What follows belongs to an exercise in optimizing a design on an open flow for small area; a production flow would make more cautious choices. At most, simulation tests tie the RTL to the original design; equivalence was not proved.

## job 8227
==> flow/design.v (excerpt) <==
module convolutional_layer_1 (
  input signed [7:0] in,
  input clk, en,
  output signed [191:0] out
);
For scale: ~3800 cells after synthesis, about 1100 flip-flops, roughly 74000 sq um of cells after synthesis.
Settings: LEC_CHECK=0, CAP_MARGIN=20, CORE_MARGIN=2, CORE_UTILIZATION=45, CTS_BUF_LIST=sky130_fd_sc_hd__clkbuf_16, CTS_CLUSTER_DIAMETER=100, CTS_CLUSTER_SIZE=25, SLEW_MARGIN=20, SYNTH_HIERARCHICAL=1, SYNTH_MINIMUM_KEEP_SIZE=0; clock period 18.0 ns.
standard.sh (not shown) runs the stock make flow with config.mk's settings and CLKGATE_MAP_FILE= SYNTH_SCRIPT=/design/flow/synth_recipe.tcl, a recipe that flattens the netlist after the stock synthesis.
==> flow/flow/run.sh <==
#!/bin/bash
# Standard synthesis, then the standard layout with small port buffers.
set -e
bash standard.sh synth > synth.log 2>&1
bash standard.sh BUFFER_PORTS_ARGS="-buffer_cell sky130_fd_sc_hd__buf_2" finish > layout.log 2>&1
Setup changes, job 8227 to job 5975
Settings: a change of CTS_CLUSTER_SIZE from 25 to 30; a change of CTS_CLUSTER_DIAMETER from 100 to 150.
==> flow/run.sh (new file) <==
#!/bin/bash
# synth_recipe.tcl (not shown) runs the flow's synth.tcl, then flattens the netlist and writes it again
# the make line also repeats each setting of config.mk as NAME=value (left out here)
make -C /OpenROAD-flow-scripts/flow DESIGN_CONFIG=/design/flow/config.mk WORK_HOME=/design/flow/orfs CLKGATE_MAP_FILE= SYNTH_SCRIPT=/design/flow/synth_recipe.tcl finish
removed: flow/flow/run.sh
removed: flow/standard.sh
### Flow results
- Changes observed in job 5975 relative to job 8227: non-clock buffer count went up by 21%, count of buffering cells on the critical path with inverters included lost 1, arrival time at the worst endpoint decreased by 0.02 ns relative to the old numbers.
- Of job 8227 and job 5975, the run reporting the lower actual slew at the worst max-slew pin was job 8227.
- Detailed-route vias per instance in job 5975 vs job 8227: down 0.56%
- Job 8227 has a lower area growth from synthesis to final layout than job 5975.
## Diff of input files: job 7560 against job 5975
Settings: CTS_CLUSTER_DIAMETER changed from 150 to 100; CTS_CLUSTER_SIZE changed from 30 to 25.
==> flow/flow/run.sh (new file) <==
#!/bin/bash
# Standard layout, with the tools' output kept in this folder.
set -e
bash standard.sh > standard.log 2>&1
==> flow/standard.sh (new file) <==
#!/bin/bash
# synth_recipe.tcl (not shown) runs the flow's synth.tcl, then flattens the netlist and writes it again
# the make line also repeats each setting of config.mk as NAME=value (left out here)
make -C /OpenROAD-flow-scripts/flow DESIGN_CONFIG=/design/flow/config.mk WORK_HOME=/design/flow/orfs CLKGATE_MAP_FILE= SYNTH_SCRIPT=/design/flow/synth_recipe.tcl "${@:-finish}"
removed: flow/run.sh
Notes after the runs:
- Compared with job 5975, job 7560 shows a final instance area that is 0.35% higher.
- Relative slew slack ended up 4.2 points higher on job 7560 than on job 5975.
- Per the comparison of job 7560 with job 5975, buffers inserted during post-CTS setup optimization grew by 3, routed wire length was more or less identical, worst-case setup margin in the final layout held.
The following lists how job 273 was set up differently from job 7560:
Settings: removing CTS_CLUSTER_DIAMETER (formerly 100); changing CTS_BUF_LIST from sky130_fd_sc_hd__clkbuf_16 to sky130_fd_sc_hd__clkbuf_4; changing CTS_CLUSTER_SIZE from 25 to 30.
==> flow/run.sh (new file) <==
#!/bin/bash
# synth_recipe.tcl (not shown) runs the flow's synth.tcl, then flattens the netlist and writes it again
# the make line also repeats each setting of config.mk as NAME=value (left out here)
make -C /OpenROAD-flow-scripts/flow DESIGN_CONFIG=/design/flow/config.mk WORK_HOME=/design/flow/orfs CLKGATE_MAP_FILE= SYNTH_SCRIPT=/design/flow/synth_recipe.tcl finish
removed: flow/flow/run.sh
removed: flow/standard.sh
### Flow results
- Job 273: post-synthesis to final-layout area growth is 2.8 points higher than what job 7560 reported.
- Diff job 7560 -> job 273: hold slack now smaller; post-route core utilization climbed 1.3 points; count of pins on the block boundary about even.
- Re transition time of the tightest slew-check pin: job 7560 was lower than job 273.
- Job 273 completed every stage of the flow, and the final layout passed the timing, DRC and antenna checks.
No run of this note included a check of the RTL's function; only the layout flow was run.


== rev 12 ==
Another version of the RTL of convolutional_layer_1 (not shown whole).
Size in the first run: about 4600 cells after synthesis, ~1100 flip-flops, ~200 I/O pins.
==> flow/config.mk <==
export PLATFORM = sky130hd
export DESIGN_NAME = convolutional_layer_1
export DESIGN_NICKNAME = convolutional_layer_1
export VERILOG_FILES = /design/flow/design.v
export SDC_FILE = /design/flow/constraint.sdc
export NUM_CORES = 8
export LEC_CHECK = 0
export CAP_MARGIN = 20
export CORE_MARGIN = 2
export CORE_UTILIZATION = 55
export CTS_BUF_LIST = sky130_fd_sc_hd__clkbuf_16
export CTS_CLUSTER_DIAMETER = 100
export CTS_CLUSTER_SIZE = 25
export SLEW_MARGIN = 50
export SYNTH_HIERARCHICAL = 1
export SYNTH_MINIMUM_KEEP_SIZE = 0
==> flow/constraint.sdc <==
create_clock -name core_clock -period 18.0 [get_ports {clk}]
set_input_delay 3.6000 -clock core_clock [delete_from_list [all_inputs] [get_ports {clk}]]
set_output_delay 3.6000 -clock core_clock [all_outputs]
set_load 0.01 [all_outputs]
==> flow/flow/run.sh <==
#!/bin/bash
# Standard synthesis and layout with small port buffers; after placement the constant
# output ports of each map share one tie cell.
set -e
bash standard.sh synth > synth.log 2>&1
bash standard.sh BUFFER_PORTS_ARGS="-buffer_cell sky130_fd_sc_hd__buf_1" place > place.log 2>&1
ODB=orfs/results/sky130hd/convolutional_layer_1/base/3_place.odb openroad -no_init -exit flow/merge_ties.tcl > merge_ties.log 2>&1
bash standard.sh BUFFER_PORTS_ARGS="-buffer_cell sky130_fd_sc_hd__buf_1" finish > layout.log 2>&1
==> flow/flow/merge_ties.tcl <==
# Let one tie cell drive all the constant output ports of a map instead of one tie cell each.
read_db $::env(ODB)
set block [[[ord::get_db] getChip] getBlock]
array set keep {}
set removed 0
foreach inst [$block getInsts] {
  if {[[$inst getMaster] getName] ne "sky130_fd_sc_hd__conb_1"} { continue }
  set net "NULL"
  set pin ""
  foreach it [$inst getITerms] {
    set n [$it getNet]
    if {$n ne "NULL" && [[$it getMTerm] getName] in {LO HI}} { set net $n; set pin [[$it getMTerm] getName] }
  }
  if {$net eq "NULL"} { continue }
  set bts [$net getBTerms]
  if {[llength $bts] != 1 || [llength [$net getITerms]] != 1} { continue }
  set name [[lindex $bts 0] getName]
  if {![regexp {^out\[(\d+)\]$} $name -> idx]} { continue }
  set key "$pin[expr {$idx / 32}]"
  if {![info exists keep($key)]} { set keep($key) $net; continue }
  set bt [lindex $bts 0]
  $bt disconnect
  $bt connect $keep($key)
  odb::dbInst_destroy $inst
  odb::dbNet_destroy $net
  incr removed
}
puts "merge_ties: removed $removed tie cells"
write_db $::env(ODB)
For rev 13, these inputs were changed with respect to rev 12:
- changing SLEW_MARGIN from 50 to 30
--- outcome ---
Number of global-route vias before repair is lower on rev 13
Between rev 13 and rev 12, the met3 layer usage reported by global route is lower for rev 12.
Compared with rev 12, rev 13 shows a met1 layer wirelength in the final routing that is 1300 um lower.
Rev 12 → rev 13: maximum frequency stayed essentially flat; number of cells after detailed placement held; wire length saw little to no change.
Compared with rev 12, rev 13 shows a met2 track utilization from global routing that is 0.23 points lower.
Clock buffer and inverter area fraction after layout across rev 13 and rev 12: no real change.
In terms of global routing usage summed across all routing layers, rev 12 and rev 13 differ only marginally.
Final instance area delta for rev 13 relative to rev 12: 0.38% lower
Going from rev 12 to rev 13, total length of routed met2 wires shrank slightly.
No run of this note included a check of the RTL's function; only the layout flow was run.


convolutional_layer_1, a different RTL version from the one above (not shown whole).
Size in the first run: roughly 4600 cells after synthesis, ~1100 flip-flops, about 200 I/O pins, about 69000 sq um of cells after synthesis.
Settings: LEC_CHECK=0, CAP_MARGIN=20, CORE_MARGIN=2, CORE_UTILIZATION=55, CTS_BUF_LIST=sky130_fd_sc_hd__clkbuf_16, CTS_CLUSTER_DIAMETER=100, CTS_CLUSTER_SIZE=25, SLEW_MARGIN=20, SYNTH_HIERARCHICAL=1, SYNTH_MINIMUM_KEEP_SIZE=0; clock period 18.0 ns.
==> flow/flow/run.sh <==
#!/bin/bash
# Standard synthesis and layout with small port buffers; after placement the constant
# output ports of each map share one tie cell.
set -e
bash standard.sh synth > synth.log 2>&1
bash standard.sh BUFFER_PORTS_ARGS="-buffer_cell sky130_fd_sc_hd__buf_1" GPL_KEEP_OVERFLOW=0 place > place.log 2>&1
ODB=orfs/results/sky130hd/convolutional_layer_1/base/3_place.odb openroad -no_init -exit flow/merge_ties.tcl > merge_ties.log 2>&1
bash standard.sh BUFFER_PORTS_ARGS="-buffer_cell sky130_fd_sc_hd__buf_1" GPL_KEEP_OVERFLOW=0 finish > layout.log 2>&1
Scripts as last shown in full above: flow/flow/merge_ties.tcl
The baseline passed the timing, DRC and antenna checks.
Rerun with:
Settings changed: CTS_CLUSTER_SIZE 25 to 30.
Result:
- wire length stays flat
- global-route usage drops by 0.16 points
- register-to-register slack is about the same
- cell area barely changes
- final cell count hardly moves
- via count is lower slightly


RTL: one of the versions met above, not the one the previous note started from.
Size: about 3800 cells after synthesis, ~1100 flip-flops, about 200 I/O pins, ~0.074 mm² of cells after synthesis.
Settings: LEC_CHECK=0, CAP_MARGIN=20, CORE_MARGIN=2, CORE_UTILIZATION=45, CTS_BUF_LIST=sky130_fd_sc_hd__clkbuf_8, SLEW_MARGIN=20, SYNTH_HIERARCHICAL=1, SYNTH_MINIMUM_KEEP_SIZE=0; clock period 18.0 ns.
run.sh (not shown) runs the stock make flow with config.mk's settings and CLKGATE_MAP_FILE= SYNTH_SCRIPT=/design/flow/synth_recipe.tcl, a recipe that flattens the netlist after the stock synthesis.
Stock flow here: none of the scripts above is used.
The starting point completed without violations.
Change:
==> flow/flow/run.sh (new file) <==
#!/bin/bash
# Standard synthesis, then the standard layout with small port buffers.
set -e
bash standard.sh synth > synth.log 2>&1
bash standard.sh BUFFER_PORTS_ARGS="-buffer_cell sky130_fd_sc_hd__buf_2" finish > layout.log 2>&1
==> flow/standard.sh (new file) <==
#!/bin/bash
# synth_recipe.tcl (not shown) runs the flow's synth.tcl, then flattens the netlist and writes it again
# the make line also repeats each setting of config.mk as NAME=value (left out here)
make -C /OpenROAD-flow-scripts/flow DESIGN_CONFIG=/design/flow/config.mk WORK_HOME=/design/flow/orfs CLKGATE_MAP_FILE= SYNTH_SCRIPT=/design/flow/synth_recipe.tcl "${@:-finish}"
- CTS_BUF_LIST: sky130_fd_sc_hd__clkbuf_8 -> sky130_fd_sc_hd__clkbuf_16
- CTS_CLUSTER_DIAMETER: default -> 100
- CTS_CLUSTER_SIZE: default -> 25
- GPL_TIMING_DRIVEN: default -> 0
removed: flow/run.sh
Result: Final area shrinks by 2.3%. Sequential share of layout area increases by 0.90 points. Register-to-register slack got worse by 0.05 ns. Critical path depth went up by 1.
Change:
==> flow/run.sh (new file) <==
#!/bin/bash
# synth_recipe.tcl (not shown) runs the flow's synth.tcl, then flattens the netlist and writes it again
# the make line also repeats each setting of config.mk as NAME=value (left out here)
make -C /OpenROAD-flow-scripts/flow DESIGN_CONFIG=/design/flow/config.mk WORK_HOME=/design/flow/orfs CLKGATE_MAP_FILE= SYNTH_SCRIPT=/design/flow/synth_recipe.tcl finish
- CORE_UTILIZATION: 45 -> 65
- GPL_TIMING_DRIVEN: 0 -> default
removed: flow/flow/run.sh
removed: flow/standard.sh
=>
- The new run finished but failed the layout checks on negative setup slack
- area after synthesis does not change
- die area drops by a quarter to a third
- synthesized cell count does not change
- sequential cell count does not change
- worst hold slack gets worse by 0.0040 ns
- design area goes down slightly
- clock-buffer cell count goes down by 3
- critical path depth is higher by 2
- first-iteration DRC count went up by well over a third
- worst setup slack is worse by 0.27 ns
Change:
==> flow/flow/run.sh (new file) <==
#!/bin/bash
# Standard synthesis, then the standard layout with small port buffers.
set -e
bash standard.sh synth > synth.log 2>&1
bash standard.sh BUFFER_PORTS_ARGS="-buffer_cell sky130_fd_sc_hd__buf_1" finish > layout.log 2>&1
==> flow/standard.sh (new file) <==
#!/bin/bash
# synth_recipe.tcl (not shown) runs the flow's synth.tcl, then flattens the netlist and writes it again
# the make line also repeats each setting of config.mk as NAME=value (left out here)
make -C /OpenROAD-flow-scripts/flow DESIGN_CONFIG=/design/flow/config.mk WORK_HOME=/design/flow/orfs CLKGATE_MAP_FILE= SYNTH_SCRIPT=/design/flow/synth_recipe.tcl "${@:-finish}"
- CORE_UTILIZATION: 65 -> 45
- CTS_CLUSTER_SIZE: 25 -> 30
removed: flow/run.sh
What happened: With this change the flow went through all stages and came out clean. Die area rose by well over a third. Final area fell slightly. Setup slack improved by 0.34 ns. Worst hold slack improved by 0.013 ns.
Change:
==> flow/run.sh (new file) <==
#!/bin/bash
# synth_recipe.tcl (not shown) runs the flow's synth.tcl, then flattens the netlist and writes it again
# the make line also repeats each setting of config.mk as NAME=value (left out here)
make -C /OpenROAD-flow-scripts/flow DESIGN_CONFIG=/design/flow/config.mk WORK_HOME=/design/flow/orfs CLKGATE_MAP_FILE= SYNTH_SCRIPT=/design/flow/synth_recipe.tcl finish
- CTS_CLUSTER_SIZE: 30 -> 25
removed: flow/flow/run.sh
removed: flow/standard.sh
Effect: Non-clock buffer count climbs by 48. First-iteration DRC count is lower by 6.0%. Wire length shrinks by 0.64%. Global-route usage is lower by 0.25 points. Worst setup slack is better by 0.011 ns.
No run of this note included a check of the RTL's function; only the layout flow was run.

port drivers added, routing unchanged:
The results above use ideal ports. As a check the final layouts listed here were re-extracted and re-timed, cells and wires unchanged. Step 1, drivers: a clkbuf_16 drives clk and a buf_2 each remaining input, both assumed. Step 2, shift: input delay + t, output delay - t, t = (earliest + latest rising clock arrival at the registers) / 2. This alone moves slack from input paths to output paths. Slacks: ideal ports / drivers / drivers and shift; pairs: ideal ports / drivers.
run | t (ns) | slack for setup (ns) | worst setup path after step 2 | worst slew at a driven data input, ns
job 8227 | 0.800 | 0.301 / 0.216 / 1.017 | register to output | 0.05
job 5975 | 0.778 | 0.320 / 0.234 / 1.013 | register to output | 0.06
job 7560 | 0.789 | 0.319 / 0.233 / 1.022 | register to output | 0.06
job 273 | 1.220 | 0.376 / 0.299 / 1.519 | register to output | 0.06
rev 12 | 0.796 | 0.531 / 0.439 / 1.235 | register to output | 0.08
rev 13 | 0.786 | 0.509 / 0.419 / 1.205 | register to output | 0.07
the first run of note 3 | 0.784 | 0.218 / 0.141 / 0.925 | register to output | 0.05
the second run of note 3 | 0.775 | 0.214 / 0.128 / 0.903 | register to output | 0.06
the first run of note 4 | 0.960 | 0.315 / 0.235 / 1.195 | register to output | 0.06
the second run of note 4 | 0.787 | 0.238 / 0.155 / 0.943 | register to output | 0.06
the third run of note 4 | 0.791 | -0.029 / -0.112 / 0.680 | register to output | 0.06
the fourth run of note 4 | 0.780 | 0.309 / 0.220 / 1.000 | register to output | 0.07
the fifth run of note 4 | 0.789 | 0.319 / 0.233 / 1.022 | register to output | 0.06
